What follows belongs to an exercise in optimizing a design on an open flow for small area, a short achievable clock period and few clock cycles; a production flow would make more cautious choices. Only simulation tests tie the RTL to the original design; equivalence was not proved.

==> module mem_dec4_en_n, before the edit <==
module mem_dec4_en_n (
    input  wire [3:0]  a,
    input  wire        en,
    output wire [15:0] y_n
);
    genvar k;
    generate
        for (k = 0; k < 16; k = k + 1) begin : g_k
            assign y_n[k] = ~((a == k) & en);
        end
    endgenerate
endmodule
==> module axi4_lite_system_top, before the edit <==
module axi4_lite_system_top #(
    parameter ADDR_WIDTH = 32,
    parameter DATA_WIDTH = 32,
    parameter STRB_WIDTH = DATA_WIDTH/8
)(
    input wire clk,
    input wire reset_n,
    input wire                    write_req,
    input wire [ADDR_WIDTH-1:0]   write_addr,
    input wire [DATA_WIDTH-1:0]   write_data,
    input wire [STRB_WIDTH-1:0]   write_strb,
    output reg                    write_done,
    output reg [1:0]              write_resp,
    input wire                    read_req,
    input wire [ADDR_WIDTH-1:0]   read_addr,
    output reg [DATA_WIDTH-1:0]   read_data,
    output reg                    read_done,
    output reg [1:0]              read_resp
);
    localparam RESP_OKAY   = 2'b00;
    localparam RESP_SLVERR = 2'b10;
    wire wr_valid, rd_valid;
    mem_in_range u_wr_range (.a(write_addr[31:10]), .y(wr_valid));
    mem_in_range u_rd_range (.a(read_addr[31:10]),  .y(rd_valid));
    wire [3:0]  wstrb = write_strb & {4{write_req & reset_n}};
    wire [15:0] whi, wlo_n;
    wire [63:0] whb_n;
    mem_dec4      u_wdec_hi (.a(write_addr[9:6]), .y(whi));
    mem_dec4_en_n u_wdec_lo (.a(write_addr[5:2]), .en(wr_valid), .y_n(wlo_n));
    mem_whb    u_whb     (.whi(whi), .wstrb(wstrb), .whb_n(whb_n));
    wire [15:0]  rhi_n, rlo_n;
    wire [255:0] rsel;
    mem_dec4_n u_rdec_hi (.a(read_addr[9:6]), .y_n(rhi_n));
    mem_dec4_n u_rdec_lo (.a(read_addr[5:2]), .y_n(rlo_n));
    mem_rsel   u_rsel    (.hi_n(rhi_n), .lo_n(rlo_n), .sel(rsel));
    wire [31:0] word [0:255];
    genvar b, w;
    generate
        for (w = 0; w < 256; w = w + 1) begin : g_word
            wire [3:0] wen;
            mem_wen u_wen (.whb_n(whb_n[4 * (w / 16) +: 4]), .wlo_n(wlo_n[w % 16]), .en(wen));
            for (b = 0; b < 4; b = b + 1) begin : g_byte
                reg [7:0] q;
                always @(posedge clk)
                    if (wen[b])
                        q <= write_data[8*b +: 8];
                assign word[w][8*b +: 8] = q;
            end
        end
    endgenerate
    wire [31:0] l1 [0:127];
    wire [31:0] l2 [0:31];
    wire [31:0] l3 [0:15];
    wire [31:0] l4 [0:7];
    wire [31:0] l5 [0:3];
    wire [31:0] l6 [0:1];
    genvar j;
    generate
        for (j = 0; j < 128; j = j + 1) begin : g_l1
            mem_rd_sel2 u (.a(word[2*j]), .sa(rsel[2*j]), .b(word[2*j+1]), .sb(rsel[2*j+1]), .yn(l1[j]));
        end
        for (j = 0; j < 32; j = j + 1) begin : g_l2
            mem_nand4 u (.a(l1[4*j]), .b(l1[4*j+1]), .c(l1[4*j+2]), .d(l1[4*j+3]), .y(l2[j]));
        end
        for (j = 0; j < 16; j = j + 1) begin : g_l3
            mem_nor2 u (.a(l2[2*j]), .b(l2[2*j+1]), .y(l3[j]));
        end
        for (j = 0; j < 8; j = j + 1) begin : g_l4
            mem_nand2 u (.a(l3[2*j]), .b(l3[2*j+1]), .y(l4[j]));
        end
        for (j = 0; j < 4; j = j + 1) begin : g_l5
            mem_nor2 u (.a(l4[2*j]), .b(l4[2*j+1]), .y(l5[j]));
        end
        for (j = 0; j < 2; j = j + 1) begin : g_l6
            mem_nand2 u (.a(l5[2*j]), .b(l5[2*j+1]), .y(l6[j]));
        end
    endgenerate
    wire [31:0] rd_word;
    mem_rd_out u_rd_out (.a(l6[0]), .b(l6[1]), .v(rd_valid), .y(rd_word));
    always @(posedge clk or negedge reset_n) begin
        if (!reset_n) begin
            write_done <= 1'b0;
            read_done  <= 1'b0;
        end else begin
            write_done <= write_req;
            read_done  <= read_req;
        end
    end
    always @(posedge clk) begin
        write_resp <= wr_valid ? RESP_OKAY : RESP_SLVERR;
        read_resp  <= rd_valid ? RESP_OKAY : RESP_SLVERR;
        read_data  <= rd_word;
    end
endmodule
Settings: LEC_CHECK=0, CAP_MARGIN=40, CORE_MARGIN=2, CORE_UTILIZATION=65, CTS_CLUSTER_DIAMETER=100, CTS_CLUSTER_SIZE=30, SETUP_SLACK_MARGIN=4.0, SLEW_MARGIN=60, SYNTH_HIERARCHICAL=1; clock period 7.0 ns.
run.sh (not shown) runs the stock make flow with config.mk's settings and CLKGATE_MAP_FILE= SYNTH_SCRIPT=/design/flow/synth_recipe.tcl, a recipe that flattens the netlist after the stock synthesis.
Testbench counts at the start, summed over its fixed seeds: cycles 4,800.
Change:
--- a/flow/design.v
+++ b/flow/design.v
@@ -45,16 +45,4 @@
         for (k = 0; k < 16; k = k + 1) begin : g_k
             assign y_n[k] = ~(a == k);
-        end
-    endgenerate
-endmodule
-module mem_dec4_en_n (
-    input  wire [3:0]  a,
-    input  wire        en,
-    output wire [15:0] y_n
-);
-    genvar k;
-    generate
-        for (k = 0; k < 16; k = k + 1) begin : g_k
-            assign y_n[k] = ~((a == k) & en);
         end
     endgenerate
@@ -156,9 +144,9 @@
     mem_in_range u_wr_range (.a(write_addr[31:10]), .y(wr_valid));
     mem_in_range u_rd_range (.a(read_addr[31:10]),  .y(rd_valid));
-    wire [3:0]  wstrb = write_strb & {4{write_req & reset_n}};
+    wire [3:0]  wstrb = write_strb & {4{write_req & reset_n & wr_valid}};
     wire [15:0] whi, wlo_n;
     wire [63:0] whb_n;
-    mem_dec4      u_wdec_hi (.a(write_addr[9:6]), .y(whi));
-    mem_dec4_en_n u_wdec_lo (.a(write_addr[5:2]), .en(wr_valid), .y_n(wlo_n));
+    mem_dec4   u_wdec_hi (.a(write_addr[9:6]), .y(whi));
+    mem_dec4_n u_wdec_lo (.a(write_addr[5:2]), .y_n(wlo_n));
     mem_whb    u_whb     (.whi(whi), .wstrb(wstrb), .whb_n(whb_n));
     wire [15:0]  rhi_n, rlo_n;
After rerunning:
- The changed run went through all stages and came out clean
- critical path depth drops by 3
- non-clock buffer count is higher by 76
- hold slack gets worse by 0.024 ns
- global-route usage rises by 0.82 points
- core utilization goes up by 0.97 points
- area after synthesis stays flat
- sequential share of layout area is lower by 0.94 points
- die area stays flat
- clock skew came out lower by 0.0085 ns
- worst setup slack improves by 0.18 ns
- cell area climbs slightly
Testbench counts after the change, summed over its fixed seeds: cycles 4,800.

## port drivers added, routing unchanged
How much do the figures lean on ideal ports? The routed layouts below were timed once more, with nothing changed but the port constraints. Step 1, drivers: a clkbuf_16 drives clk and a buf_2 each remaining input, both assumed. Step 2, shift: input delay + t, output delay - t, t = (earliest + latest rising clock arrival at the registers) / 2. This alone moves slack from input paths to output paths. Three values: ideal ports, drivers, drivers and shift; two values: the first two.
| run | shift t [ns] | setup slack, ns | worst setup path after step 2 | latest minus earliest clock arrival (ns) |
|---|---|---|---|---|
| the first run | 1.144 | 3.645 / 3.575 / 2.431 | input to register | 0.062 / 0.062 |
| the second run | 1.135 | 3.827 / 3.699 / 2.564 | input to register | 0.051 / 0.051 |
After both steps every run listed still meets setup and hold. For the second run, which loses most, drivers alone change the setup slack by -0.128 ns; drivers and shift together by -1.263 ns.
